From an optimization exercise on the open Yosys and OpenROAD flow, aimed at small area and a short achievable clock period; shortcuts taken in it are not production practice. Function was checked by simulation only, so behaviour that the tests miss may differ from the original. Power and IR drop assume default switching activity.

==> flow/design.v <==
module mainModule(
		input clk, input reset,
		output [31:0] imem_addr, input [31:0] imem_data,
		output wb_alu_we, output [2:0] wb_alu_rd, output [31:0] wb_alu_data,
		output wb_mem_we, output [2:0] wb_mem_rd, output [7:0] wb_mem_data,
		output [3:0] flags
	);
	reg [31:0] pc;
	reg [31:0] ir;                                   
	reg iv;                                          
	reg [2:0] e_rm, e_rn, e_rd, e_mrn, e_mrd;
	reg [4:0] e_off;                                 
	reg e_aop, e_asrc;
	reg e_awe, e_fwe, e_ld, e_st, e_br;
	reg [7:0] rm_sr, rn_sr;                          
	reg [7:0] rm_sh, rn_sh;                          
	reg rm_old, rm_oldh, rm_p3, rm_wm, rm_wa, rm_imm;
	reg rn_old, rn_oldh, rn_p3, rn_wm, rn_wa;
	reg pstall;                                      
	reg m_awe, m_ld, m_st;
	reg [2:0] m_ard, m_mrd;
	reg [31:0] m_alu;
	reg [7:0] m_sd;
	reg [2:0] m_addr;
	reg m_fnew;                                      
	reg [3:0] m_fold;                                
	reg m_znew, m_vraw, m_vsp, m_a31, m_craw, m_cmask;
	wire m_z = m_fnew ? m_znew : m_fold[3];
	wire m_n = m_fnew ? m_alu[31] : m_fold[2];
	wire m_c = m_fnew ? (m_craw & ~m_cmask) : m_fold[1];
	wire m_v = m_fnew ? (m_vsp ? m_a31 : m_vraw) : m_fold[0];
	reg w_awe, w_mwe;
	reg [2:0] w_ard, w_mrd;
	reg [31:0] w_alu;
	reg [7:0] w_mem;
	reg w_z, w_n, w_c, w_v;
	reg [3:0] fl;                                    
	reg [63:0]  rlo;                                 
	reg [191:0] rhi;                                 
	reg [7:0]  hz;
	wire [7:0] hz_nx;                                
	reg [31:0] r0old;
	reg [63:0] dm;                                   
	wire [15:0] ia = ir[15:0];
	wire [15:0] im = ir[31:16];
	wire a_wr0  = ia[4:0] == 5'b00011;
	wire a_cmp0 = ia[4:0] == 5'b01000;
	wire a_nop0 = ia[4:0] == 5'b00000;
	wire o_st0  = im[4:0] == 5'b01100;
	wire o_ld0  = im[4:0] == 5'b01101;
	wire o_br0  = im[4:0] == 5'b11010;
	wire o_jp0  = im[4:0] == 5'b11110;
	wire o_nop0 = im[4:0] == 5'b00000;
	wire a_wr = iv & a_wr0, a_cmp = iv & a_cmp0;
	wire o_st = iv & o_st0, o_ld = iv & o_ld0, o_br = iv & o_br0, o_jp = iv & o_jp0;
	wire undef = iv & (~(a_wr0 | a_cmp0 | a_nop0) | ~(o_st0 | o_ld0 | o_br0 | o_jp0 | o_nop0));
	wire v   = m_v;
	wire brt = e_br & m_n;
	wire hz_stall = m_ld & (m_mrd != 3'd0) &
		((e_rm == m_mrd) | (e_rn == m_mrd) | (e_mrn == m_mrd));
	wire stall = hz_stall & ~v;
	wire if_flush = (v | brt | o_jp | undef) & ~stall;
	wire id_flush = (v | brt) & ~stall;
	wire [31:0] btarget = {{23{e_off[4]}}, e_off, e_mrn, 1'b0};
	wire [31:0] jtarget = {{20{im[15]}}, im[15:5], 1'b0};
	wire [31:0] pc_next = v ? 32'h00FF00FF : brt ? btarget : o_jp ? jtarget :
		undef ? 32'h00FF00FF : pc + 32'd4;
	always @(posedge clk) begin
		if (reset) pc <= 32'd0;
		else if (~stall) pc <= pc_next;
		if (~stall) ir <= imem_data;
		if (reset | if_flush) iv <= 1'b0;
		else if (~stall) iv <= 1'b1;
		if (~stall) begin
			e_rm <= ia[15:13] & {3{iv}}; e_rn <= ia[12:10] & {3{iv}}; e_rd <= ia[9:7];
			e_mrn <= im[10:8] & {3{iv}}; e_mrd <= im[7:5]; e_off <= im[15:11];
			e_aop <= ia[5]; e_asrc <= ia[6];
		end
		if (reset | id_flush) {e_awe, e_fwe, e_ld, e_st, e_br} <= 5'd0;
		else if (~stall) {e_awe, e_fwe, e_ld, e_st, e_br} <= {a_wr, a_wr | a_cmp, o_ld, o_st, o_br};
		pstall <= stall;
	end
	wire [2:0] n_rm = stall ? e_rm : ia[15:13];
	wire [2:0] n_rn = stall ? e_rn : ia[12:10];
	wire n_asrc = stall ? e_asrc : ia[6];
	wire n_rm_p3 = ~stall & e_awe & (e_rd == n_rm) & (n_rm != 3'd0);
	wire n_rm_wm = m_ld & (m_mrd == n_rm) & (n_rm != 3'd0);
	wire n_rm_wa = m_awe & (m_ard == n_rm) & (n_rm != 3'd0);
	wire n_rn_p3 = ~stall & e_awe & (e_rd == n_rn) & (n_rn != 3'd0);
	wire n_rn_wm = m_ld & (m_mrd == n_rn) & (n_rn != 3'd0);
	wire n_rn_wa = m_awe & (m_ard == n_rn) & (n_rn != 3'd0);
	wire n_rm_rf = ~n_asrc & ~n_rm_p3 & ~n_rm_wm & ~n_rm_wa;
	wire n_rn_rf = ~n_rn_p3 & ~n_rn_wm & ~n_rn_wa;
	wire [7:0] n_rm_dec = 8'd1 << n_rm;
	wire [7:0] n_rn_dec = 8'd1 << n_rn;
	always @(posedge clk) begin
		rm_imm <= n_asrc;
		rm_p3 <= ~n_asrc & n_rm_p3;
		rm_wm <= ~n_asrc & ~n_rm_p3 & n_rm_wm;
		rm_wa <= ~n_asrc & ~n_rm_p3 & ~n_rm_wm & n_rm_wa;
		rm_sr <= n_rm_dec & {8{n_rm_rf}} & {7'h7f, ~stall};
		rm_sh <= n_rm_dec & {8{n_rm_rf}} & {7'h7f, ~stall} & ~hz_nx;
		rm_old <= n_rm_dec[0] & n_rm_rf & stall;
		rm_oldh <= n_rm_dec[0] & n_rm_rf & stall & ~hz[0];
		rn_p3 <= n_rn_p3;
		rn_wm <= ~n_rn_p3 & n_rn_wm;
		rn_wa <= ~n_rn_p3 & ~n_rn_wm & n_rn_wa;
		rn_sr <= n_rn_dec & {8{n_rn_rf}} & {7'h7f, ~stall};
		rn_sh <= n_rn_dec & {8{n_rn_rf}} & {7'h7f, ~stall} & ~hz_nx;
		rn_old <= n_rn_dec[0] & n_rn_rf & stall;
		rn_oldh <= n_rn_dec[0] & n_rn_rf & stall & ~hz[0];
	end
	wire [7:0] r0lo_eff = pstall ? r0old[7:0] : rlo[0+:8];
	wire [23:0] r0hi_eff = pstall ? r0old[31:8] : (hz[0] ? 24'd0 : rhi[0+:24]);    
	wire [255:0] rf_eff;
	assign rf_eff[31:0] = {r0hi_eff, r0lo_eff};
	genvar ri;
	generate
		for (ri = 1; ri < 8; ri = ri + 1) begin : g_rd
			assign rf_eff[32*ri +: 32] = {hz[ri] ? 24'd0 : rhi[24*ri +: 24], rlo[8*ri +: 8]};
		end
	endgenerate
	reg [31:0] rm_or, rn_or;
	integer k;
	always @(*) begin
		rm_or[7:0]  = ({8{rm_old}} & r0old[7:0]) | ({8{rm_p3}} & m_alu[7:0]) |
			({8{rm_wm}} & w_mem) | ({8{rm_wa}} & w_alu[7:0]) | {{5{rm_imm & e_rm[2]}}, {3{rm_imm}} & e_rm};
		rm_or[31:8] = ({24{rm_oldh}} & r0old[31:8]) | ({24{rm_p3}} & m_alu[31:8]) |
			({24{rm_wa}} & w_alu[31:8]) | {24{rm_imm & e_rm[2]}};
		rn_or[7:0]  = ({8{rn_old}} & r0old[7:0]) | ({8{rn_p3}} & m_alu[7:0]) |
			({8{rn_wm}} & w_mem) | ({8{rn_wa}} & w_alu[7:0]);
		rn_or[31:8] = ({24{rn_oldh}} & r0old[31:8]) | ({24{rn_p3}} & m_alu[31:8]) |
			({24{rn_wa}} & w_alu[31:8]);
		for (k = 0; k < 8; k = k + 1) begin
			rm_or[7:0]  = rm_or[7:0]  | ({8{rm_sr[k]}}  & rlo[8*k +: 8]);
			rm_or[31:8] = rm_or[31:8] | ({24{rm_sh[k]}} & rhi[24*k +: 24]);
			rn_or[7:0]  = rn_or[7:0]  | ({8{rn_sr[k]}}  & rlo[8*k +: 8]);
			rn_or[31:8] = rn_or[31:8] | ({24{rn_sh[k]}} & rhi[24*k +: 24]);
		end
	end
	wire [31:0] rm_val = rm_or;
	wire [31:0] rn_val = rn_or;
	wire mrn_p3 = m_awe & (m_ard == e_mrn) & (e_mrn != 3'd0);
	wire mrn_wm = w_mwe & (w_mrd == e_mrn) & (e_mrn != 3'd0);
	wire mrn_wa = w_awe & (w_ard == e_mrn) & (e_mrn != 3'd0);
	wire [31:0] mrn_rf = rf_eff[32*e_mrn +: 32];
	wire [31:0] mrd_rf = rf_eff[32*e_mrd +: 32];
	wire [2:0] mrn_val = mrn_p3 ? m_alu[2:0] : mrn_wm ? w_mem[2:0] : mrn_wa ? w_alu[2:0] : mrn_rf[2:0];
	wire mrd_pf = pstall & w_awe & (w_ard == e_mrd) & (e_mrd != 3'd0);
	wire [7:0] mrd_val = mrd_pf ? w_alu[7:0] : mrd_rf[7:0];
	wire [31:0] A = rn_val;
	wire [31:0] B = rm_val;
	wire sub = e_aop;
	wire [31:0] Bx = B ^ {32{sub}};
	wire [31:0] pp = A ^ Bx;
	wire [31:0] gg = A & Bx;
	reg [191:0] pg, pq;                                         
	integer l, i, j;
	always @(*) begin
		pg[31:0] = {gg[31:1], gg[0] | (pp[0] & sub)};
		pq[31:0] = pp;
		for (l = 0; l < 5; l = l + 1) begin
			for (i = 0; i < 32; i = i + 1) begin
				if ((i >> l) & 1) begin
					j = ((i >> l) << l) - 1;
					pg[32*(l+1)+i] = pg[32*l+i] | (pq[32*l+i] & pg[32*l+j]);
					pq[32*(l+1)+i] = pq[32*l+i] & pq[32*l+j];
				end else begin
					pg[32*(l+1)+i] = pg[32*l+i];
					pq[32*(l+1)+i] = pq[32*l+i];
				end
			end
		end
	end
	wire [31:0] cy = pg[160 +: 32];                                   
	wire [31:0] out = pp ^ {cy[30:0], sub};
	wire cout = cy[31];
	wire bx_lo_ones = &Bx[30:0];
	wire f_cmask = sub & bx_lo_ones & Bx[31];
	wire f_vsp = sub & bx_lo_ones & ~Bx[31];
	wire [31:0] zk = A ^ Bx;
	wire [31:0] zo = {A[30:0] | Bx[30:0], sub};
	wire f_z = (zk == zo);
	wire [2:0] addr = e_off[2:0] + mrn_val;
	always @(posedge clk) begin
		if (reset | v | stall) {m_awe, m_ld, m_st} <= 3'd0;
		else {m_awe, m_ld, m_st} <= {e_awe, e_ld, e_st};
		m_ard <= e_rd; m_mrd <= e_mrd;
		m_alu <= out; m_sd <= mrd_val; m_addr <= addr;
		m_fnew <= e_fwe & ~stall & ~reset & ~v;
		m_fold <= (reset | v) ? 4'd0 : {m_z, m_n, m_c, m_v};
		m_znew <= f_z; m_vraw <= cy[30] ^ cy[31]; m_vsp <= f_vsp; m_a31 <= A[31];
		m_craw <= cout; m_cmask <= f_cmask;
	end
	wire st_fwd = w_mwe & (w_mrd != 3'd0) & (w_mrd == m_mrd);
	wire [7:0] st_data = reset ? 8'd0 : st_fwd ? w_mem : m_sd;
	wire [7:0] mem_out = dm[m_addr*8 +: 8];
	genvar gi;
	generate
		for (gi = 0; gi < 8; gi = gi + 1) begin : g_dm
			always @(posedge clk)
				if (reset | (m_st & (m_addr == gi))) dm[gi*8 +: 8] <= st_data;
		end
	endgenerate
	always @(posedge clk) begin
		w_awe <= m_awe & ~reset;
		w_mwe <= m_ld & ~reset;
		w_ard <= m_ard; w_mrd <= m_mrd;
		w_alu <= m_alu; w_mem <= mem_out;
		{w_z, w_n, w_c, w_v} <= reset ? 4'd0 : {m_z, m_n, m_c, m_v};
		fl <= reset ? 4'd0 : {w_z, w_n, w_c, w_v};
	end
	wire [7:0] wd_m = reset ? 8'd0 : w_mem;
	wire [7:0] wd_a = reset ? 8'd0 : w_alu[7:0];
	generate
		for (gi = 0; gi < 8; gi = gi + 1) begin : g_rf
			wire mw = w_mwe & (w_mrd == gi);
			wire aw = w_awe & (w_ard == gi);
			assign hz_nx[gi] = reset | mw | (hz[gi] & ~aw);
			always @(posedge clk) begin
				if (reset | mw | aw) rlo[gi*8 +: 8] <= mw ? wd_m : wd_a;
				if (aw) rhi[gi*24 +: 24] <= w_alu[31:8];
				hz[gi] <= hz_nx[gi];
			end
		end
	endgenerate
	always @(posedge clk) begin
		r0old <= {rhi[0+:24], rlo[0+:8]};
	end
	assign imem_addr = pc;
	assign wb_alu_we = w_awe;
	assign wb_alu_rd = w_ard;
	assign wb_alu_data = w_alu;
	assign wb_mem_we = w_mwe;
	assign wb_mem_rd = w_mrd;
	assign wb_mem_data = w_mem;
	assign flags = fl;
endmodule
==> flow/flow/run.sh <==
#!/bin/bash
# Standard ORFS layout (the standard.sh, standard synthesis unchanged) with a
# tighter timing-repair target, smaller port buffers and a denser floorplan.
# Each tool's full output stays in orfs/logs; make's own output goes to standard.log.
set -o pipefail
bash standard.sh \
  SETUP_SLACK_MARGIN=6.5 \
  "BUFFER_PORTS_ARGS=-buffer_cell sky130_fd_sc_hd__buf_2" \
  finish > standard.log 2>&1
==> flow/standard.sh <==
#!/bin/bash
# synth_recipe.tcl (not shown) runs the flow's synth.tcl, then flattens the netlist and writes it again
# the make line also repeats each setting of config.mk as NAME=value (left out here)
make -C /OpenROAD-flow-scripts/flow DESIGN_CONFIG=/design/flow/config.mk WORK_HOME=/design/flow/orfs CLKGATE_MAP_FILE= SYNTH_SCRIPT=/design/flow/synth_recipe.tcl "${@:-finish}"
==> flow/config.mk <==
export PLATFORM = sky130hd
export DESIGN_NAME = mainModule
export DESIGN_NICKNAME = mainModule
export VERILOG_FILES = /design/flow/design.v
export SDC_FILE = /design/flow/constraint.sdc
export NUM_CORES = 4
export LEC_CHECK = 0
export CAP_MARGIN = 20
export CORE_MARGIN = 2
export CORE_UTILIZATION = 60
export CTS_CLUSTER_DIAMETER = 80
export CTS_CLUSTER_SIZE = 20
export PLACE_DENSITY = 0.7
export SLEW_MARGIN = 20
==> flow/constraint.sdc <==
create_clock -name core_clock -period 10.0 [get_ports {clk}]
set_input_delay 2.0000 -clock core_clock [delete_from_list [all_inputs] [get_ports {clk}]]
set_output_delay 2.0000 -clock core_clock [all_outputs]
set_load 0.01 [all_outputs]
==> notes.md, run 1 <==
* Clk root buf: clkbuf_16
* Crit Path Class: flop to flop
* Final Critical Period at ~3.7 ns
* Core Area at approximately 47000 um^2
* Fillers at ~3600
* Async S/R FF share, synth at 0
* Mux cell area share after synthesis at 0.0538
* CTS tree: built
* Layout area overhead at 11.3%
* Max Cap Viol at 0
* Detail Placement HPWL at roughly 56000 um
* PortBufs at roughly 120
* Crit Path Max Fanout at 10
* Placement Setup Slack at ~5.1 ns
* Post-synth top area cell: edfxtp_1
* Lkg Pwr at 11.9 nW
* Synth Area per Inst at approximately 11 um^2
* Most common cell after layout, fill and taps aside: edfxtp_1
* Worst-skew pair later-pin latency at ~0.60 ns
* Post-Syn Area at between 20000 and 30000 um^2
* Synth Instances at 2532
* Internal power at 4.12 mW
* Avg WL per Cell at 26.7 um
* Post-Synth Simple-Gate Area at 0.127
* Vias in the first global route at around 22000
* CTS max path bufs at 3
* Overall routing resource usage at 0.347
* Worst slew margin at 0.297
* Sw Ratio at 0.283
* Final hold vios at 0
* Clock Skew at between 0.02 and 0.03 ns
* Net switching power figure at ~1.6 mW
* Initial antenna violation count at 1
* Setup ws final at around 6.3 ns
* First-pass GRT wire length at 131000 um
* CTS sink count at between 600 and 700
* CP Launch Type: flop
* FF-to-FF setup slack at ~6.3 ns
* Final setup violation count at 0
* Layout net count at approximately 2700
* Worst Hold Launch: m_alu[18]$_DFF_P_
* FF-to-FF path depth at 16
* Hold slack at roughly 0.36 ns
* Total die area at just under 50000 um^2
* Hold endpoint: w_alu[18]$_DFF_P_
* Comb pwr share at 0.134
* Util after Layout at 0.673
* # IOs at 118
* Worst Hold Depth at 0
* Htree depth at 2
* Yosys top cell area share at 0.390
* Row Count at 80
* Final ANT Viol Nets at 0
* CP endpoint kind: flop
* Syn_nets at ~2600
* Starting density of the core at 0.605
* Placer Congestion at between 0.9 and 1
* Pre-antenna DRT Iters at 7
* Clock transition at path regs at approximately 0.090 ns
* Tcrit/Tclk final at 0.368
* Initial DRC Count at ~3200
* Synth unique cells at 76
* Hold_buf cts at 0
* Sequential area share after synthesis at 0.558
* Cell Pwr Density at about 180 nW/um^2
* Reg area at 16100 um^2
* Status: finished clean
* Total global routing overflow at 0
* Multi-input logic area at between 10000 and 15000 um^2
* Final instance count without filler cells at about 3300
* Post-synthesis adder-cell area fraction at 0.0321
* Worst slew pin tran at between 1 and 1.5 ns
* EDFF count, synth at around 370
* Share of layout cells above drive strength 1 at 0.169
* Syn. warnings at 1
* Clock buffer count from CTS at 39
* Main synth FF type: edfxtp_1
* Total Neg Setup Slack at 0 ns
* RSZ-0062 raised after global routing: true
* Largest net degree at the start of global routing at between 70 and 80
* Data required, critical path at 10.50 ns
* Most frequent cells in the layout: edfxtp_1 (373), nand2_1 (308), dfxtp_1 (212), a22oi_1 (183), a21oi_1 (119)
* Flop pwr share at 0.571
* CP arrival at between 4 and 5 ns
* Post-Route WL at around 87000 um
* Residual DRC at 0
* Max rail drop VDD at around 200 uV
* Yosys reg bits at approximately 600
* Via count at 22400
* DP Area at a little under 30000 um^2
* Power consumption at between 5 and 6 mW
* Achievable Freq at 0.272 GHz
* Via density at between 6 and 7
* XOR/XNOR share of the synthesized area at 0.0409
* Reg2reg start: e_rm[2]$_DFFE_PN_
* Clk pwr share at 0.294
* Hold Path Class: flop to flop
* Area contributors post-synth: edfxtp_1 (39%), dfxtp_1 (17%), a22oi_1 (4.8%)
* Dpl cells at approximately 3100
* Max-slew violation count at 0
* Main combinational cell family by area after synthesis: compound AO/OA/AOI/OAI gates
* Die Y at 223 um
* Die width at 223 um
* Synth Area in Compound Gates at 0.153
* Design area at 31900 um^2
* Reg2reg end: m_vraw$_DFF_P_
==> power groups by stage <==
stage,sequential (mW),clock (mW),combinational (mW)
after floorplan,3.11,0,0.590
after global placement,3.31,0,0.685
after detailed placement,3.31,0,0.701
after CTS,3.26,1.71,0.750
after global routing,3.31,1.79,0.849
final,3.28,1.69,0.772
==> how the worst max path moves through the flow <==
stage / slack [ns] / from / end
CTS: 6.32 / e_rm[2]$_DFFE_PN_ / m_vraw$_DFF_P_
global route: 6.06 / rlo[5]$_DFFE_PP_ / m_vraw$_DFF_P_
finish: 6.32 / e_rm[2]$_DFFE_PN_ / m_vraw$_DFF_P_
detailed placement: 5.09 / e_rm[2]$_DFFE_PN_ / m_vraw$_DFF_P_
floorplan: 6.24 / e_rm[2]$_DFFE_PN_ / m_vraw$_DFF_P_
global placement: 5.26 / e_rm[2]$_DFFE_PN_ / m_vraw$_DFF_P_
==> metal layers <==
layer / GRT usage / vias to the layer above / share of wire
met4: 0.144 / 0 / 0.045
met5: 0 / - / 0
met1: 0.458 / 10800 / 0.38
met3: 0.0639 / 306 / 0.10
met2: 0.567 / 1540 / 0.47
li1: - / 9702 / -
==> layout make-up <==
| cell class | count | share of cell area |
|---|---|---|
| sequential | 614 | 0.503 |
| multi-input combinational | 1675 | 0.382 |
| timing repair buffer | 206 | 0.0419 |
| clock buffer | 63 | 0.0354 |
| tap | 615 | 0.0241 |
| inverter | 85 | 0.0104 |
| clock inverter | 8 | 0.00314 |
| antenna | 2 | 0.000157 |
==> critical path, cell delays in order (launching register included) <==
cell and delay [ns]:
edfxtp_1 0.43, and2_4 0.20, buf_12 0.16, buf_4 0.15, a211oi_1 0.19, and3_1 0.27, xnor2_1 0.16, ha_1 0.28
a21o_1 0.17, a21o_1 0.18, a21oi_2 0.27, o21ai_0 0.16, a21oi_2 0.18, o21ai_2 0.10, a21o_1 0.20, a21oi_4 0.17
mux2_4 0.31
==> timing repair <==
| item | 4_1_cts | 5_1_grt |
|---|---|---|
| endpoints found under the hold margin | 0 | 0 |
| pin swaps | 48 | 24 |
| endpoints found under the setup margin | 168 | 90 |
| buffers inserted | 39 | 13 |
| resized for setup | 93 | 43 |
| gates cloned | 2 | 2 |
==> cell usage after synthesis (all sizes together), types with 64 or more instances <==
library cell / n
a22oi: 183
dfxtp: 241
clkbuf: 129
ha: 64
inv: 84
a22o: 72
nand2: 311
edfxtp: 373
xnor2: 102
nand3: 79
a21oi: 127
nor2: 124
==> cell families (layout without fill, tap and decap cells) <==
| logic type | Yosys count | count (layout) |
|---|---|---|
| AOI/OAI and AO/OA | 606 | 607 |
| xor gates and xnor gates | 134 | 134 |
| adders and majority gates | 70 | 70 |
| buffers and inverters | 247 | 362 |
| DFF | 614 | 614 |
| muxes | 100 | 100 |
| other | 1 | 3 |
| and+or+nand+nor | 760 | 763 |
==> flip-flops by register name (all words and copies together), names as in the netlist, 32 cells and up <==
name,count
r0old,32
dm,64
m_alu,32
rlo,64
pc,32
ir,32
w_alu,32
rhi,192
==> run 2, diff against run 1 <==
--- a/flow/config.mk
+++ b/flow/config.mk
@@ -10,4 +10,4 @@
 export CORE_UTILIZATION = 60
-export CTS_CLUSTER_DIAMETER = 80
-export CTS_CLUSTER_SIZE = 20
+export CTS_CLUSTER_DIAMETER = 90
+export CTS_CLUSTER_SIZE = 25
 export PLACE_DENSITY = 0.7
==> run 2 against run 1 <==
Net effect:
- clock power is 17% lower
- combinational power rose by 1%
- non-clock buffer count shrank 1
- design area decreased by 0.88%
- via count decreased by 0.22%
- sequential cell count is the same
- worst hold slack gained 0.012 ns
- power fell by 4.8%
- highest routed layer unchanged
==> notes.md, run 2 <==
* Final hold vios at 0
* Initial antenna violation count at 1
* Lkg Pwr at approximately 12 nW
* Detail Placement HPWL at about 56000 um
* Worst path cell trace: a222oi_1 -> nand3_1 -> a2111oi_4 -> xnor2_2 -> ha_4 -> a21oi_4 -> o211ai_1 -> o221ai_2 -> o21ai_4 -> a21oi_2 -> o21ai_2 -> a21o_1 -> a21oi_4 -> mux2_4
* Largest stage delay on the critical path at approximately 0.44 ns
* Cell Pwr Density at roughly 170 nW/um^2
* Achievable Freq at between 0.2 and 0.3 GHz
* CP most frequent cell: a21oi_4
* Initial DRC Count at about 3200
* Crit Path Max Fanout at 4
* CP Launch Type: flop
* Worst slew margin at 0.276
* Htree depth at 1
* Reg area at around 16000 um^2
* Clk pwr share at 0.257
* Max Cap Viol at 0
* Main synth FF type: edfxtp_1
* Clock transition at path regs at roughly 0.11 ns
* Status: finished clean
* Net switching power figure at ~1.6 mW
* CTS max path bufs at 3
* EDFF count, synth at roughly 370
* Async S/R FF share, synth at 0
* CP endpoint kind: flop
* Overall routing resource usage at 0.342
* Max rail drop VDD at roughly 240 uV
* Starting density of the core at 0.605
* Hold slack at roughly 0.37 ns
* Via density at 6.87
* Layout area overhead at 10.3%
* Max-slew violation count at 0
* CTS tree: built
* Vias in the first global route at between 20000 and 25000
* Multi-input logic area at approximately 12000 um^2
* Power consumption at around 5.5 mW
* Yosys top cell area share at 0.390
* Sequential area share after synthesis at 0.558
* Clock buffer count from CTS at 30
* Row Count at 80
* Area contributors post-synth: edfxtp_1 (39%), dfxtp_1 (17%), a22oi_1 (4.8%)
* Residual DRC at 0
* Synth unique cells at 76
* Internal power at between 3 and 4 mW
* Most frequent cells in the layout: edfxtp_1 (373), nand2_1 (307), dfxtp_1 (210), a22oi_1 (183), a21oi_1 (120)
* Data required, critical path at between 10 and 15 ns
* Synth Area per Inst at about 11 um^2
* Syn_nets at 2636
* Yosys reg bits at about 610
* Tcrit/Tclk final at 0.374
* First-pass GRT wire length at approximately 130000 um
* Die Y at ~220 um
* Crit Path Class: flop to flop
* Worst slew pin tran at 1.09 ns
* Synth Instances at ~2500
* Most common cell after layout, fill and taps aside: edfxtp_1
* CP arrival at 4.27 ns
* Clock Skew at 0.0324 ns
* Max reg flops at approximately 190
* Clk root buf: clkbuf_16
* Share of layout cells above drive strength 1 at 0.168
* Flop pwr share at 0.600
* Avg WL per Cell at ~27 um
* Worst-skew pair later-pin latency at 0.64 ns
* Die width at ~220 um
* Critical path buffer and inverter count at 0
* Placer Congestion at 0.968
* Core Area at 47400 um^2
* Layout net count at ~2700
* Fillers at 3626
* Biggest register: rhi
* Post-Route WL at 86700 um
* PortBufs at 117
* Sw Ratio at 0.287
* Post-synth top area cell: edfxtp_1
* Largest net degree at the start of global routing at 78
* Hold Path Class: flop to flop
* Util after Layout at 0.667
* Comb pwr share at 0.143
* CTS sink count at 614
* Total die area at ~50000 um^2
* Registers with the most flip-flops: rhi (192), dm (64), rlo (64)
* Syn. warnings at 1
* Most instantiated library cell after synthesis: edfxtp_1
* Final instance count without filler cells at roughly 3300
* Total global routing overflow at 0
* Final ANT Viol Nets at 0
* Via count at 22300
* RSZ-0062 raised after global routing: true
* Dpl cells at around 3100
* Crit path max-delay cell type: edfxtp_1
* Post-Syn Area at 28700 um^2
* Total Neg Setup Slack at 0 ns
* Commonest cells post-synth: edfxtp_1 (373), nand2_1 (309), dfxtp_1 (241), a22oi_1 (183), clkbuf_1 (129)
* Pre-antenna DRT Iters at 9
* Final setup violation count at 0
* Hold_buf cts at 0
* Final Critical Period at 3.74 ns
* # IOs at 118
* Top Family by Delay on Critical Path: compound AO/OA/AOI/OAI gates
## run 2: cell types whose count changed in the layout (fill, tap and decap cells not counted), sizes merged
| cell | previous run | this run |
|---|---|---|
| bufinv | 1 | 0 |
| clkinv | 5 | 9 |
| clkbuf | 63 | 46 |
| buf | 206 | 205 |
| diode | 2 | 1 |
| inv | 86 | 85 |
## run 2: area by class of cell
| type | instances | share of cell area |
|---|---|---|
| multi-input cells | 1675 | 0.387 |
| clock inverters | 10 | 0.00249 |
| repair buffers | 205 | 0.0417 |
| diodes | 1 | 0.0000791 |
| inverters | 85 | 0.0104 |
| well taps | 615 | 0.0243 |
| clock buffers | 46 | 0.0263 |
| flip-flops and latches | 614 | 0.508 |
## run 2: repair_timing
action,4_1_cts,5_1_grt
gates resized for setup,95,52
setup buffers,39,12
pin swaps,46,30
setup endpoints to repair,176,82
gates cloned,2,2
## run 2: metrics by stage
step	setup WS [ns]	instance area (um^2)
floorplan	6.24	28800
global placement	5.26	29700
detailed placement	5.09	29700
CTS	6.32	31300
global route	6.04	31600
finish	6.26	31600
## run 2: power by group through the flow
| stage | registers (mW) | clock network [mW] | logic (mW) |
|---|---|---|---|
| after floorplan | 3.11 | 0 | 0.590 |
| after global placement | 3.31 | 0 | 0.685 |
| after CTS | 3.26 | 1.42 | 0.748 |
| final | 3.28 | 1.41 | 0.782 |
| after global routing | 3.31 | 1.50 | 0.855 |
| after detailed placement | 3.31 | 0 | 0.701 |
## run 2: cells by family (layout without fill, tap and decap cells)
family / count (synthesis) / in the layout / synth area share
AND/OR/NAND/NOR: 760 / 763 / 0.127
flip-flops: 614 / 614 / 0.558
AO/OA/AOI/OAI: 606 / 607 / 0.153
buffers and inverters: 247 / 346 / 0.0347
XOR/XNOR: 134 / 134 / 0.0409
multiplexers: 100 / 100 / 0.0538
adder cells (fa/ha/maj): 70 / 70 / 0.0321
other: 1 / 2 / 0.000131
## run 2: routing by layer
| metal | share of wire | vias to the layer above | GRT usage |
|---|---|---|---|
| li1 | - | 9686 | - |
| met1 | 0.37 | 10800 | 0.449 |
| met2 | 0.48 | 1523 | 0.564 |
| met3 | 0.10 | 310 | 0.0585 |
| met4 | 0.048 | 0 | 0.147 |
| met5 | 0 | - | 0 |
## run 2: worst paths after layout
| check | startpoint | to | slack, ns | depth (start not counted) |
|---|---|---|---|---|
| worst max-delay path | rlo[5]$_DFFE_PP_ | m_vraw$_DFF_P_ | 6.26 | 14 |
| worst min-delay path | m_alu[22]$_DFF_P_ | w_alu[22]$_DFF_P_ | 0.37 | 0 |
| worst max register to register | rlo[5]$_DFFE_PP_ | m_vraw$_DFF_P_ | 6.26 | 14 |
| worst min register to register | m_alu[22]$_DFF_P_ | w_alu[22]$_DFF_P_ | 0.37 | 0 |
==> run 3, diff against run 2 <==
--- a/flow/design.v
+++ b/flow/design.v
@@ -40,3 +40,3 @@
 	reg [7:0]  hz;
-	wire [7:0] hz_nx;                                
+	wire [7:0] hz_sel;                               
 	reg [31:0] r0old;
@@ -101,3 +101,3 @@
 		rm_sr <= n_rm_dec & {8{n_rm_rf}} & {7'h7f, ~stall};
-		rm_sh <= n_rm_dec & {8{n_rm_rf}} & {7'h7f, ~stall} & ~hz_nx;
+		rm_sh <= n_rm_dec & {8{n_rm_rf}} & {7'h7f, ~stall} & ~hz_sel;
 		rm_old <= n_rm_dec[0] & n_rm_rf & stall;
@@ -108,3 +108,3 @@
 		rn_sr <= n_rn_dec & {8{n_rn_rf}} & {7'h7f, ~stall};
-		rn_sh <= n_rn_dec & {8{n_rn_rf}} & {7'h7f, ~stall} & ~hz_nx;
+		rn_sh <= n_rn_dec & {8{n_rn_rf}} & {7'h7f, ~stall} & ~hz_sel;
 		rn_old <= n_rn_dec[0] & n_rn_rf & stall;
@@ -218,3 +218,3 @@
 			wire aw = w_awe & (w_ard == gi);
-			assign hz_nx[gi] = reset | mw | (hz[gi] & ~aw);
+			assign hz_sel[gi] = mw | (hz[gi] & ~aw);
 			always @(posedge clk) begin
@@ -222,3 +222,3 @@
 				if (aw) rhi[gi*24 +: 24] <= w_alu[31:8];
-				hz[gi] <= hz_nx[gi];
+				hz[gi] <= reset | hz_sel[gi];
 			end
--- a/flow/config.mk
+++ b/flow/config.mk
@@ -7,2 +7,3 @@
 export LEC_CHECK = 0
+export ABC_AREA = 1
 export CAP_MARGIN = 20
@@ -10,4 +11,4 @@
 export CORE_UTILIZATION = 60
-export CTS_CLUSTER_DIAMETER = 90
-export CTS_CLUSTER_SIZE = 25
+export CTS_CLUSTER_DIAMETER = 80
+export CTS_CLUSTER_SIZE = 20
 export PLACE_DENSITY = 0.7
==> run 3 against run 2 <==
Net effect:
- worst hold slack worse by 0.0079 ns
- non-clock buffer count fell by 32
- register-to-register slack gained 0.33 ns
- critical path type is now flop to primary output
==> notes.md, run 3 <==
* Status: finished clean
* Dpl cells at between 3000 and 4000
* Final hold vios at 0
* Crit Path Class: flop to primary output
* Worst slew pin tran at 1.19 ns
* Layout area overhead at 9.96%
* Crit path max-delay cell type: dfxtp_1
* CP arrival at between 1 and 1.5 ns
* Hold slack at approximately 0.37 ns
* Post-synth top area cell: edfxtp_1
* Synth Area per Inst at around 9.2 um^2
* Via density at ~6.3
* Achievable Freq at just under 0.3 GHz
* Data required, critical path at 8.00 ns
* Cell Pwr Density at 174 nW/um^2
* Row Count at 80
* Pre-antenna DRT Iters at 6
* Commonest cells post-synth: nand2_1 (839), edfxtp_1 (373), inv_1 (299), dfxtp_1 (241), nor2_1 (210)
* Yosys reg bits at between 600 and 700
* Final ANT Viol Nets at 0
* Syn. warnings at 1
* PortBufs at ~120
* Yosys top cell area share at 0.384
* Reg area at 16000 um^2
* Metal2 WL at roughly 44000 um
* Clock buffer count from CTS at 38
* Worst path cell trace: buf_2
* Reg2reg start: rn_wa$_DFF_P_
* # IOs at 118
* Max rail drop VDD at around 190 uV
* Layout net count at around 3400
* Largest net degree at the start of global routing at 73
* Total global routing overflow at 0
* Overall routing resource usage at 0.372
* CTS tree: built
* Most instantiated library cell after synthesis: nand2_1
* Power consumption at ~5.6 mW
* WL met1 at roughly 36000 um
* Share of layout cells above drive strength 1 at 0.0984
* Worst-skew pair later-pin latency at roughly 0.6 ns
* Detail Placement HPWL at ~63000 um
* Max-slew violation count at 0
* Initial DRC Count at approximately 2800
* Max reg flops at 192
* CP Launch Type: flop
* Async S/R FF share, synth at 0
* Final setup violation count at 0
* Final instance count without filler cells at just under 4000
* Most common cell after layout, fill and taps aside: nand2_1
* Tcrit/Tclk final at 0.345
* Residual DRC at 0
* Initial antenna violation count at 2
* Critical path buffer and inverter count at 1
* Fillers at 3814
* EDFF count, synth at around 370
* Lkg Pwr at 13.3 nW
* Most frequent cells in the layout: nand2_1 (836), edfxtp_1 (373), inv_1 (296), dfxtp_1 (235), nor2_1 (200)
* Die width at between 200 and 250 um
* Crit path from: w_mem[2]$_DFF_P_
* Largest stage delay on the critical path at around 0.64 ns
* Core Area at between 40000 and 50000 um^2
* Vias in the first global route at about 23000
* Top sig layer: met5
* Via count at between 20000 and 25000
* Multi-input logic area at 11800 um^2
* Post-Syn Area at 29100 um^2
* DP Area at slightly above 30000 um^2
* Total Neg Setup Slack at 0 ns
* Clock Skew at between 0.02 and 0.025 ns
* Synth Instances at around 3200
* Avg WL per Cell at about 24 um
* Util after Layout at 0.670
* Synth unique cells at 54
* Die Y at ~220 um
* Clock transition at path regs at around 0.090 ns
* RSZ-0062 raised after global routing: true
* Hold_buf cts at 0
* CTS max path bufs at 3
* Design area at 32000 um^2
* Hold Path Class: flop to flop
* Setup ws final at between 6 and 7 ns
* Worst Hold Launch: m_alu[30]$_DFF_P_
* Registers with the most flip-flops: rhi (192), dm (64), rlo (64)
* Sequential area share after synthesis at 0.550
* Max Cap Viol at 0
* CTS sink count at ~610
* Worst slew margin at 0.203
* DR WL met3 at roughly 9400 um
* Starting density of the core at 0.609
* Main synth FF type: edfxtp_1
* Final Critical Period at roughly 3.5 ns
* Post-Route WL at 95000 um
* Biggest register: rhi
* Clk root buf: clkbuf_16
* Area contributors post-synth: edfxtp_1 (38%), dfxtp_1 (17%), nand2_1 (11%)
* Htree depth at 2
* Total die area at 50300 um^2
* CP endpoint kind: primary output
* First-pass GRT wire length at ~140000 um
* Top Family by Delay on Critical Path: flip-flops
* Placer Congestion at 0.993
* Placement Setup Slack at about 5.7 ns
* Crit Path Max Fanout at 6
* Syn_nets at around 3300
==> run 3: cell count changes in the layout (fill, tap and decap cells not counted), sizes merged, moves of 48 or more <==
cell   before  now
nor2      124  215
xor2       32   84
xnor2     102   21
inv        85  310
a22oi     183   16
nand3      79  130
and3       50    2
nand2     314  856
o21ai      44  204
==> run 3: kinds of logic (layout without fill, tap and decap cells) <==
group | Yosys count | in the layout | share of synthesized area
flip-flops | 614 | 614 | 0.550
AO/OA/AOI/OAI | 598 | 598 | 0.133
other | 1 | 2 | 0.000129
adder cells (fa/ha/maj) | 70 | 70 | 0.0316
AND/OR/NAND/NOR | 1352 | 1352 | 0.196
XOR/XNOR | 105 | 105 | 0.0316
buffers and inverters | 437 | 552 | 0.0576
==> run 3: layout make-up <==
class | instances | area share
inverter | 309 | 0.0363
multi-input combinational | 2126 | 0.367
clock buffer | 65 | 0.0351
tap | 615 | 0.0240
antenna | 1 | 0.0000781
timing repair buffer | 173 | 0.0349
sequential | 614 | 0.501
clock inverter | 5 | 0.00168
==> run 3: path summary, 6_finish.rpt <==
kind / endpoint / slack (ns) / depth (start not counted)
hold / removal: w_alu[30]$_DFF_P_ / 0.37 / 0
hold reg to reg: w_alu[30]$_DFF_P_ / 0.37 / 0
setup reg to reg: m_alu[17]$_DFF_P_ / 6.59 / 18
setup / recovery: wb_mem_data[2] / 6.55 / 1
==> run 3: per-layer routing <==
metal,GRT usage,up-vias
met2,0.601,1425
met5,0,-
met1,0.480,11800
met4,0.190,2
li1,-,11100
met3,0.0715,376
==> run 3: report_power, final <==
group	internal [mW]	total, mW	switching [mW]
logic	0.257	0.753	0.496
clock network	0.783	1.65	0.865
registers	2.91	3.17	0.263
==> run 3: repair_timing <==
action                     CTS  global route
cloned                       1             1
buffers inserted             7            13
resized for setup           36            39
setup endpoints to repair  193           101
pin swaps                    3             8
==> run 4, diff against run 3 <==
--- a/flow/design.v
+++ b/flow/design.v
@@ -26,4 +26,4 @@
 	reg [3:0] m_fold;                                
-	reg m_znew, m_vraw, m_vsp, m_a31, m_craw, m_cmask;
-	wire m_z = m_fnew ? m_znew : m_fold[3];
+	reg m_vraw, m_vsp, m_a31, m_craw, m_cmask;
+	wire m_z = m_fnew ? (m_alu == 32'd0) : m_fold[3];
 	wire m_n = m_fnew ? m_alu[31] : m_fold[2];
@@ -180,5 +180,2 @@
 	wire f_vsp = sub & bx_lo_ones & ~Bx[31];
-	wire [31:0] zk = A ^ Bx;
-	wire [31:0] zo = {A[30:0] | Bx[30:0], sub};
-	wire f_z = (zk == zo);
 	wire [2:0] addr = e_off[2:0] + mrn_val;
@@ -191,3 +188,3 @@
 		m_fold <= (reset | v) ? 4'd0 : {m_z, m_n, m_c, m_v};
-		m_znew <= f_z; m_vraw <= cy[30] ^ cy[31]; m_vsp <= f_vsp; m_a31 <= A[31];
+		m_vraw <= cy[30] ^ cy[31]; m_vsp <= f_vsp; m_a31 <= A[31];
 		m_craw <= cout; m_cmask <= f_cmask;
==> run 4 against run 3 <==
Net effect:
- largest power group unchanged
- sequential cell count down 1
- clock skew fell by 0.0013 ns
- fmax is 2.4% lower
- die area is 3.2% lower
- sequential power barely moved
- first-iteration DRC count is 5.0% higher
- still clean
- worst hold slack better by 0.026 ns
- critical endpoint is now m_alu[0]$_DFF_P_
==> notes.md, run 4 <==
* Starting density of the core at 0.607
* Yosys top cell area share at 0.397
* Final Critical Period at approximately 3.5 ns
* Row Count at just under 80
* Post-Syn Area at 28200 um^2
* Post-Route WL at around 91000 um
* Main combinational cell family by area after synthesis: simple AND/OR/NAND/NOR gates
* Synth Instances at about 3100
* Via count at roughly 24000
* Overall routing resource usage at 0.367
* Sequential area share after synthesis at 0.568
* CTS tree: built
* Final ANT Viol Nets at 0
* Htree depth at 2
* Die Y at ~220 um
* # IOs at around 120
* Fillers at 3748
* Flop pwr share at 0.583
* XOR/XNOR share of the synthesized area at 0.0224
* Async S/R FF share, synth at 0
* Most common cell after layout, fill and taps aside: nand2_1
* Clock Skew at around 0.020 ns
* Clk pwr share at 0.294
* Syn_nets at around 3100
* PortBufs at between 100 and 150
* Crit Path Class: flop to flop
* Total Neg Setup Slack at 0 ns
* Synth unique cells at between 50 and 60
* Net switching power figure at approximately 1.6 mW
* Detail Placement HPWL at between 60000 and 70000 um
* Met1 usage in global routing at 0.465
* Worst Hold Depth at 0
* Util after Layout at 0.671
* Commonest cells post-synth: nand2_1 (876), edfxtp_1 (373), dfxtp_1 (240), inv_1 (233), nor2_1 (192)
* Cell Pwr Density at 175 nW/um^2
* CP endpoint kind: flop
* Most frequent cells in the layout: nand2_1 (872), edfxtp_1 (373), dfxtp_1 (236), inv_1 (228), nor2_1 (184)
* GRT busiest layer: met2
* Synth Area per Inst at slightly above 9 um^2
* Crit Path Max Fanout at 5
* Syn. warnings at 1
* Initial antenna violation count at 0
* Worst-skew pair later-pin latency at roughly 0.59 ns
* GRT met3 Usage at 0.0757
* Registers with the most flip-flops: rhi (192), dm (64), rlo (64)
* Worst slew margin at 0.304
* Lkg Pwr at 12.6 nW
* Most instantiated library cell after synthesis: nand2_1
* CP arrival at about 4 ns
* Core Area at between 40000 and 50000 um^2
* Biggest register: rhi
* FF-to-FF setup slack at ~6.5 ns
* Pre-antenna DRT Iters at 8
* Clock buffer count from CTS at 38
* RSZ-0062 raised after global routing: true
* Tcrit/Tclk final at 0.354
* Final setup violation count at 0
* Achievable Freq at 0.283 GHz
* EDFF count, synth at 373
* Mux cell area share after synthesis at 0.000710
* Reg2reg end: m_alu[0]$_DFF_P_
* Yosys reg bits at 613
* Max Cap Viol at 0
* Vias in the first global route at 23000
* Largest net degree at the start of global routing at 75
* Sw Ratio at 0.286
* Post-Synth Simple-Gate Area at 0.207
* Total die area at slightly below 50000 um^2
* Max-slew violation count at 0
* Hold Path Class: flop to flop
* Placer Congestion at ~0.95
* Residual DRC at 0
* Initial DRC Count at 2987
* ANT cells at 0
* Synth Area in Compound Gates at 0.131
* Comb pwr share at 0.124
* Layout area overhead at 10.5%
* Reg2reg start: rn_p3$_DFF_P_
* Area contributors post-synth: edfxtp_1 (40%), dfxtp_1 (17%), nand2_1 (12%)
* Max reg flops at 192
* First-pass GRT wire length at about 130000 um
* Hold endpoint: w_ard[2]$_DFF_P_
* Main synth FF type: edfxtp_1
* Post-synthesis adder-cell area fraction at 0.0185
* Clk root buf: clkbuf_16
* Total global routing overflow at 0
* Crit path from: rn_p3$_DFF_P_
* Post-synth top area cell: edfxtp_1
* Max rail drop VDD at ~200 uV
* Internal power at 3.89 mW
* Final hold vios at 0
* Layout net count at 3233
* CTS sink count at between 600 and 700
* CTS max path bufs at 3
* Status: finished clean
* Clock transition at path regs at 0.08 ns
* CP Launch Type: flop
* Worst Hold Launch: m_ard[2]$_DFF_P_
* Multi-input logic area at ~11000 um^2
* Die width at ~220 um
* Reg area at ~16000 um^2
* Worst slew pin tran at about 1.0 ns
* Share of layout cells above drive strength 1 at 0.111
* Data required, critical path at roughly 10 ns
* Via density at about 6.4
* FF-to-FF path depth at 27
* M2 GR Usage at 0.596
* Avg WL per Cell at roughly 24 um
* Hold_buf cts at 0
run 4: power groups by stage:
stage / Combinational [mW] / Clock (mW) / Sequential [mW]
after detailed placement: 0.610 / 0 / 3.22
after CTS: 0.645 / 1.61 / 3.16
final: 0.673 / 1.60 / 3.17
after floorplan: 0.398 / 0 / 3.10
after global routing: 0.750 / 1.70 / 3.19
after global placement: 0.586 / 0 / 3.22
run 4: worst max path at each step:
stage / to
6_report: m_alu[0]$_DFF_P_
5_1_grt: m_alu[0]$_DFF_P_
4_1_cts: m_alu[0]$_DFF_P_
3_5_place_dp: dm[29]$_DFFE_PP_
3_3_place_gp: dm[12]$_DFFE_PP_
2_1_floorplan: dm[0]$_DFFE_PP_
run 4: metrics by stage:
step	hold slack [ns]	power, mW	instance area (um^2)	cells	worst slack [ns]
detailed placement	0.366	3.83	29300	3682	5.61
global route	0.401	5.64	31200	3797	6.31
finish	0.393	5.45	31200	3797	6.46
floorplan	0.332	3.50	28200	3054	6.48
global placement	0.363	3.80	29300	3681	5.66
CTS	0.390	5.41	30900	3781	6.42
run 4: layout make-up:
| class | count | share of cell area |
|---|---|---|
| clock buffers | 61 | 0.0340 |
| clock inverters | 8 | 0.00229 |
| inverters | 245 | 0.0302 |
| multi-input cells | 2059 | 0.351 |
| flip-flops and latches | 613 | 0.514 |
| well taps | 607 | 0.0244 |
| repair buffers | 203 | 0.0437 |
| repair inverters | 1 | 0.000161 |
run 4: repair_timing:
item	4_1_cts	5_1_grt
cloned	2	0
setup endpoints to repair	259	48
gates resized for setup	44	45
buffers inserted	28	15
pin swaps	7	13
run 4: cells by family (layout without fill, tap and decap cells):
logic type                 after synthesis  in the layout
and+or+nand+nor                       1375           1375
muxes                                    2              2
xor gates and xnor gates                72             72
adders and majority gates               38             38
AOI/OAI and AO/OA                      571            571
other                                    1              1
DFF                                    613            613
buffers and inverters                  382            518
run 4: worst max-delay path, cell delays in order, from the launching register on:
cell and delay, ns:
dfxtp_4 0.36, buf_12 0.14, clkinv_8 0.06, o21ai_4 0.05, a21oi_2 0.12, o2111ai_2 0.13
a21oi_2 0.12, nand2_1 0.08, a21oi_2 0.10, nand4_1 0.14, buf_4 0.18, buf_4 0.12
buf_4 0.12, buf_4 0.12, buf_4 0.12, buf_4 0.12, buf_4 0.12, buf_4 0.12
buf_6 0.10, buf_6 0.10, buf_6 0.10, buf_6 0.11, buf_6 0.10, buf_6 0.10
buf_6 0.11, buf_6 0.11, buf_6 0.10, xor2_1 0.14
run 4: metal layers:
metal,share of wire,wire (um)
met3,0.11,9550
met2,0.47,42500
met4,0.054,4870
met1,0.37,34000
met5,0,0
==> run 5, diff against run 4 <==
--- a/flow/flow/run.sh
+++ b/flow/flow/run.sh
@@ -6,3 +6,3 @@
 bash standard.sh \
-  SETUP_SLACK_MARGIN=6.5 \
+  SETUP_SLACK_MARGIN=6.7 \
   "BUFFER_PORTS_ARGS=-buffer_cell sky130_fd_sc_hd__buf_2" \
==> run 5 against run 4 <==
Net effect:
- die area is the same
- clock power is essentially flat
- sequential cell count is the same
- critical endpoint is now m_alu[17]$_DFF_P_
- setup slack gained 0.046 ns
- wire length grew 0.63%
- utilization grew 1.4 points
- via count shrank 0.25%
- register-to-register slack gained 0.05 ns
- area after synthesis is the same
- largest cell class unchanged
==> notes.md, run 5 <==
* Die Y at about 220 um
* Worst path cell trace: buf_12 -> buf_4 -> nand2_1 -> o211ai_1 -> a221oi_1 -> nand3_1 -> a221oi_1 -> nand4_1 -> fa_2 -> nand3_2 -> nand2_2 -> nand2_1 -> nand2_2 -> nand3_2 -> nand2_4 -> a21oi_4 -> o21ai_4 -> buf_12 -> fa_2 -> xor2_1
* CP Launch Type: flop
* Htree depth at 2
* CTS sink count at 613
* Initial DRC Count at between 3000 and 4000
* Post-synthesis adder-cell area fraction at 0.0185
* ANT cells at 0
* Total die area at about 50000 um^2
* Cell Pwr Density at 172 nW/um^2
* EDFF count, synth at roughly 370
* Placement Setup Slack at 5.80 ns
* Via density at between 6 and 7
* Critical path buffer and inverter count at 3
* Synth unique cells at 53
* Lkg Pwr at around 13 nW
* Crit path from: rn_p3$_DFF_P_
* Syn_nets at around 3100
* FF-to-FF setup slack at 6.51 ns
* PortBufs at roughly 120
* Multi-input logic area at approximately 11000 um^2
* Vias in the first global route at 22800
* Largest net degree at the start of global routing at 65
* Via count at 24100
* Post-Syn Area at 28200 um^2
* Post-Synth Simple-Gate Area at 0.207
* Avg WL per Cell at around 24 um
* Max Cap Viol at 0
* Fillers at roughly 3600
* Core Area at approximately 46000 um^2
* Die width at around 220 um
* FF-to-FF path depth at 20
* Largest stage delay on the critical path at roughly 0.40 ns
* Residual DRC at 0
* Most common cell after layout, fill and taps aside: nand2_1
* Worst-skew pair later-pin latency at about 0.61 ns
* Most frequent cells in the layout: nand2_1 (862), edfxtp_1 (373), inv_1 (226), nor2_1 (183), dfxtp_1 (183)
* Yosys top cell area share at 0.397
* Async S/R FF share, synth at 0
* Worst slew margin at 0.199
* Final hold vios at 0
* Crit Path Class: flop to flop
* Synth Area per Inst at just over 9 um^2
* Layout area overhead at 12.8%
* Dpl cells at roughly 3700
* Final Critical Period at 3.49 ns
* Sequential area share after synthesis at 0.568
* Starting density of the core at 0.607
* Pre-antenna DRT Iters at 7
* Overall routing resource usage at 0.367
* # IOs at roughly 120
* Worst slew pin tran at ~1.2 ns
* Synth Area in Compound Gates at 0.131
* Final ANT Viol Nets at 0
* Share of layout cells above drive strength 1 at 0.150
* Power consumption at around 5.5 mW
* First-pass GRT wire length at ~130000 um
* Crit Path Max Fanout at 5
* Status: finished clean
* Yosys reg bits at roughly 600
* Reg2reg start: rn_p3$_DFF_P_
* Total global routing overflow at 0
* Main combinational cell family by area after synthesis: simple AND/OR/NAND/NOR gates
* GRT met3 Usage at 0.0771
* Row Count at approximately 80
* Detail Placement HPWL at between 50000 and 60000 um
* Clock transition at path regs at 0.08 ns
* CP Capture Point: m_alu[17]$_DFF_P_
* Hold Path Class: flop to flop
* Main synth FF type: edfxtp_1
* Max reg flops at between 150 and 200
* Reg2reg end: m_alu[17]$_DFF_P_
* Met1 usage in global routing at 0.470
* Layout net count at roughly 3200
* Tcrit/Tclk final at 0.349
* Max-slew violation count at 0
* Synth Instances at ~3000
* Reg area at around 16000 um^2
* CTS tree: built
* Final instance count without filler cells at 3808
* Final setup violation count at 0
* Achievable Freq at 0.287 GHz
* Most instantiated library cell after synthesis: nand2_1
* Data required, critical path at 10.50 ns
* CP arrival at 3.99 ns
* Clk root buf: clkbuf_16
* Max rail drop VDD at roughly 190 uV
* Total Neg Setup Slack at 0 ns
* RSZ-0062 raised after global routing: true
* Commonest cells post-synth: nand2_1 (876), edfxtp_1 (373), dfxtp_1 (240), inv_1 (233), nor2_1 (192)
* CTS max path bufs at 3
* Clock buffer count from CTS at 38
* CP endpoint kind: flop
* Mux cell area share after synthesis at 0.000710
* Setup ws final at 6.51 ns
* Crit path max-delay cell type: fa_2
* Area contributors post-synth: edfxtp_1 (40%), dfxtp_1 (17%), nand2_1 (12%)
* Post-synth top area cell: edfxtp_1
* XOR/XNOR share of the synthesized area at 0.0224
* Syn. warnings at 1
* Placer Congestion at around 0.96
* Post-Route WL at roughly 91000 um
* Biggest register: rhi
* Top Family by Delay on Critical Path: compound AO/OA/AOI/OAI gates
* Initial antenna violation count at 0
* GRT busiest layer: met2
* WP depth at 20
* Clock Skew at 0.0268 ns
* Registers with the most flip-flops: rhi (192), dm (64), rlo (64)
* Hold_buf cts at 0
* M2 GR Usage at 0.603
## run 5: cell counts after synthesis
Identical to the previous run, type by type.
## run 5: layout make-up
cell class,instances,area share
Sequential cell,613,0.506
Multi-Input combinational cell,2060,0.357
Timing Repair Buffer,214,0.0478
Clock buffer,61,0.0329
Inverter,245,0.0297
Tap cell,607,0.0239
Clock inverter,8,0.00299
## run 5: logic make-up (layout without fill, tap and decap cells)
family / after synthesis / count (layout)
fa+ha+maj: 38 / 38
compound gates: 571 / 572
mux: 2 / 2
other cells: 1 / 1
simple gates: 1375 / 1375
xor+xnor: 72 / 72
flops: 613 / 613
buf+inv: 382 / 528
## run 5: stage by stage
step	hold WS [ns]	util	area, um^2
after floorplan	0.332	-	28200
after detailed placement	0.365	0.631	29300
final	0.358	0.685	31800
after CTS	0.363	0.669	31100
after global routing	0.367	0.685	31800
after global placement	0.362	0.631	29300
## run 5: layer usage
| layer | up-vias | routed length [um] |
|---|---|---|
| met5 | - | 0 |
| met4 | 0 | 5100 |
| met3 | 387 | 9330 |
| met2 | 1478 | 42500 |
| met1 | 11400 | 34500 |
| li1 | 10900 | - |
## run 5: worst min path at each step
stage                     cells after the start              from                to
after floorplan                               0  m_mrd[0]$_DFF_P_  w_mrd[0]$_DFF_P_
after global placement                        0  m_alu[2]$_DFF_P_  w_alu[2]$_DFF_P_
after detailed placement                      0  m_alu[2]$_DFF_P_  w_alu[2]$_DFF_P_
after CTS                                     0  m_alu[2]$_DFF_P_  w_alu[2]$_DFF_P_
after global routing                          0  m_alu[2]$_DFF_P_  w_alu[2]$_DFF_P_
final                                         0  m_alu[2]$_DFF_P_  w_alu[2]$_DFF_P_
## run 5: what timing repair did
action                                  in CTS  in global routing
setup buffers                               37                 23
endpoints found under the setup margin     271                241
pin swaps                                   14                 36
gates cloned                                 2                  2
resized for setup                          101                107
endpoints found under the hold margin        0                  0
## run 5: where the power goes
group | total (mW) | switching, mW | internal, mW | leakage, nW
sequential | 3.17 | 0.265 | 2.91 | 5.60
clock | 1.60 | 0.862 | 0.739 | 0.542
combinational | 0.703 | 0.439 | 0.263 | 6.62
total | 5.48 | 1.57 | 3.91 | 12.8
==> run 6, diff against run 5 <==
--- a/flow/flow/run.sh
+++ b/flow/flow/run.sh
@@ -6,3 +6,3 @@
 bash standard.sh \
-  SETUP_SLACK_MARGIN=6.7 \
+  SETUP_SLACK_MARGIN=6.5 \
   "BUFFER_PORTS_ARGS=-buffer_cell sky130_fd_sc_hd__buf_2" \
--- a/flow/config.mk
+++ b/flow/config.mk
@@ -11,4 +11,4 @@
 export CORE_UTILIZATION = 60
-export CTS_CLUSTER_DIAMETER = 80
-export CTS_CLUSTER_SIZE = 20
+export CTS_CLUSTER_DIAMETER = 90
+export CTS_CLUSTER_SIZE = 25
 export PLACE_DENSITY = 0.7
==> run 6 against run 5 <==
Net effect:
- first-iteration DRC count up 3.1%
- sequential share of layout area up 0.79 points
- combinational power down 3.0%
- final cell count down 0.45%
- clock power shrank about 10%
- wire length is 0.20% lower
- worst hold slack improved by 0.038 ns
- sequential power barely moved
- via count grew 0.36%
- design area shrank 2.0%
- critical path depth grew 6
- critical endpoint is now m_alu[0]$_DFF_P_
- largest cell class unchanged
==> notes.md, run 6 <==
* Core Area at around 46000 um^2
* PortBufs at approximately 120
* CTS tree: built
* Worst slew margin at 0.275
* Tcrit/Tclk final at 0.350
* Initial antenna violation count at 0
* Detail Placement HPWL at 60100 um
* CP Launch Type: flop
* Synth unique cells at between 50 and 60
* Lkg Pwr at roughly 13 nW
* Achievable Freq at ~0.29 GHz
* Final hold vios at 0
* EDFF count, synth at around 370
* Htree depth at 1
* Metal2 WL at around 43000 um
* RSZ-0062 raised after global routing: true
* Via density at 6.38
* Max rail drop VDD at a little over 200 uV
* Syn_nets at 3126
* Total Neg Setup Slack at 0 ns
* Status: finished clean
* Worst-skew pair later-pin latency at approximately 0.63 ns
* Total global routing overflow at 0
* Most instantiated library cell after synthesis: nand2_1
* Async S/R FF share, synth at 0
* Most common cell after layout, fill and taps aside: nand2_1
* Die Y at about 220 um
* Residual DRC at 0
* Total die area at 48700 um^2
* Placer Congestion at approximately 0.95
* Registers with the most flip-flops: rhi (192), dm (64), rlo (64)
* Synth Instances at 3054
* Crit Path Class: flop to flop
* Crit Path Max Fanout at 8
* Max reg flops at roughly 190
* CP arrival at 4.02 ns
* Initial DRC Count at ~3300
* Final setup violation count at 0
* CP endpoint kind: flop
* Row Count at between 70 and 80
* Overall routing resource usage at 0.362
* Hold_buf cts at 0
* Hold Path Class: flop to flop
* # IOs at between 100 and 150
* Util after Layout at 0.671
* DR WL met3 at between 9000 and 10000 um
* Data required, critical path at 10.52 ns
* Final ANT Viol Nets at 0
* First-pass GRT wire length at 133000 um
* Most frequent cells in the layout: nand2_1 (871), edfxtp_1 (373), dfxtp_1 (235), inv_1 (228), nor2_1 (184)
* CTS sink count at around 610
* Vias in the first global route at ~23000
* Starting density of the core at 0.607
* Post-Route WL at just over 90000 um
* Max-slew violation count at 0
* Top sig layer: met4
* Commonest cells post-synth: nand2_1 (876), edfxtp_1 (373), dfxtp_1 (240), inv_1 (233), nor2_1 (192)
* Biggest register: rhi
* Largest net degree at the start of global routing at between 70 and 80
* Max Cap Viol at 0
* Cell Pwr Density at 170 nW/um^2
* Syn. warnings at 1
* Main synth FF type: edfxtp_1
* Post-Syn Area at approximately 28000 um^2
* Layout net count at 3232
* Post-synth top area cell: edfxtp_1
* Via count at approximately 24000
* Die width at about 220 um
* Yosys reg bits at 613
* Worst slew pin tran at 1.08 ns
* Yosys top cell area share at 0.397
* Final Critical Period at 3.50 ns
* Clock transition at path regs at roughly 0.090 ns
* Clk root buf: clkbuf_16
* Avg WL per Cell at 24.1 um
* Fillers at around 3700
* ANT cells at 0
* Clock Skew at between 0.02 and 0.025 ns
* Sequential area share after synthesis at 0.568
* Area contributors post-synth: edfxtp_1 (40%), dfxtp_1 (17%), nand2_1 (12%)
* WL met1 at about 35000 um
* Share of layout cells above drive strength 1 at 0.114
* Synth Area per Inst at approximately 9.2 um^2
* Layout area overhead at 10.6%
* Pre-antenna DRT Iters at 8
* Clock buffer count from CTS at 30
* CTS max path bufs at 3
run 6: cell counts after synthesis:
No cell type changed its count.
run 6: repair_timing:
action | 4_1_cts | 5_1_grt
setup buffers | 25 | 22
resized for setup | 40 | 66
gates cloned | 2 | 3
setup endpoints to repair | 237 | 143
pin swaps | 5 | 23
run 6: kinds of logic after synthesis:
logic type | count (synthesis) | share of synthesized area
buffers and inverters | 382 | 0.0522
adder cells (fa/ha/maj) | 38 | 0.0185
other | 1 | 0.000133
XOR/XNOR | 72 | 0.0224
AND/OR/NAND/NOR | 1375 | 0.207
multiplexers | 2 | 0.000710
AO/OA/AOI/OAI | 571 | 0.131
flip-flops | 613 | 0.568
run 6: layout make-up:
| type | count | area, um^2 | area share |
|---|---|---|---|
| inverter | 245 | 942 | 0.0302 |
| timing repair buffer | 209 | 1480 | 0.0475 |
| sequential | 613 | 16000 | 0.514 |
| tap | 607 | 759 | 0.0244 |
| clock buffer | 47 | 836 | 0.0268 |
| multi-input combinational | 2060 | 11000 | 0.354 |
| timing repair inverter | 1 | 5.00 | 0.000161 |
| clock inverter | 9 | 98.8 | 0.00317 |
run 6: path summary, 6_finish.rpt:
kind                                       start                to  slack (ns)  cells after the start
worst max-delay path              rn_old$_DFF_P_  m_alu[0]$_DFF_P_        6.50                     26
worst max register to register    rn_old$_DFF_P_  m_alu[0]$_DFF_P_        6.50                     26
worst min-delay path            m_ard[2]$_DFF_P_  w_ard[2]$_DFF_P_        0.40                      0
worst min register to register  m_ard[2]$_DFF_P_  w_ard[2]$_DFF_P_        0.40                      0
run 6: critical path, stage by stage (launching register included):
cell       delay (ns)
dfxtp_2          0.40
nand2_1          0.14
o21ai_4          0.07
a21oi_2          0.12
o2111ai_2        0.13
a21oi_2          0.13
nand2_1          0.08
a21oi_2          0.10
nand4_1          0.14
buf_4            0.17
buf_4            0.12
buf_4            0.12
buf_4            0.12
buf_4            0.12
buf_4            0.12
buf_4            0.12
buf_4            0.12
buf_4            0.12
buf_6            0.10
buf_6            0.10
buf_6            0.10
buf_6            0.10
buf_6            0.10
buf_6            0.11
buf_6            0.11
buf_6            0.10
xor2_1           0.14
run 6: through the flow:
step / power [mW] / area (um^2) / worst slack [ns] / instances / hold WS [ns]
detailed placement: 3.83 / 29300 / 5.61 / 3682 / 0.366
CTS: 5.24 / 30600 / 6.41 / 3765 / 0.384
finish: 5.30 / 31200 / 6.50 / 3791 / 0.396
floorplan: 3.50 / 28200 / 6.48 / 3054 / 0.332
global route: 5.48 / 31200 / 6.35 / 3791 / 0.400
global placement: 3.80 / 29300 / 5.66 / 3681 / 0.363
run 6: layer usage:
layer,vias to the layer above,track usage
li1,10800,-
met1,11400,0.471
met2,1601,0.595
met3,329,0.0616
met4,0,0.168
met5,-,0
run 6: report_power, final:
part,internal [mW],switching [mW]
logic,0.247,0.436
registers,2.90,0.275
clock network,0.618,0.823
total,3.77,1.53

## what the ideal ports hide
In the flow no input, the clock included, has a driving cell. The finished layouts below were timed again as built, in two steps. Step 1 sets driving cells, clkbuf_16 on the clock port and buf_2 on the other inputs (assumed; they add their load-dependent delay and slew). Step 2 moves the port delays by t, midway between the first and last clock arrival at a register: inputs arrive t later, outputs are due t later. That takes back most of the time a late clock gives input paths. Three values: no drivers, after step 1, after step 2; two values: the first two.
run	t (ns)	setup slack, ns	worst setup path at the end	latest minus earliest clock arrival (ns)	worst data-port slew with drivers (ns)
run 1	0.644	6.318 / 6.318 / 6.063	input to register	0.028 / 0.028	0.08
run 2	0.680	6.259 / 6.259 / 6.074	input to register	0.033 / 0.034	0.08
run 3	0.644	6.548 / 6.490 / 5.994	input to register	0.026 / 0.026	0.07
run 4	0.647	6.464 / 6.464 / 5.987	input to register	0.022 / 0.021	0.09
run 5	0.655	6.510 / 6.510 / 6.143	input to register	0.029 / 0.029	0.08
run 6	0.679	6.498 / 6.490 / 5.988	input to register	0.024 / 0.024	0.10
After both steps setup and hold are still met in every run listed. For run 3, which loses most, drivers alone change the setup slack by -0.058 ns; drivers and shift together by -0.554 ns.
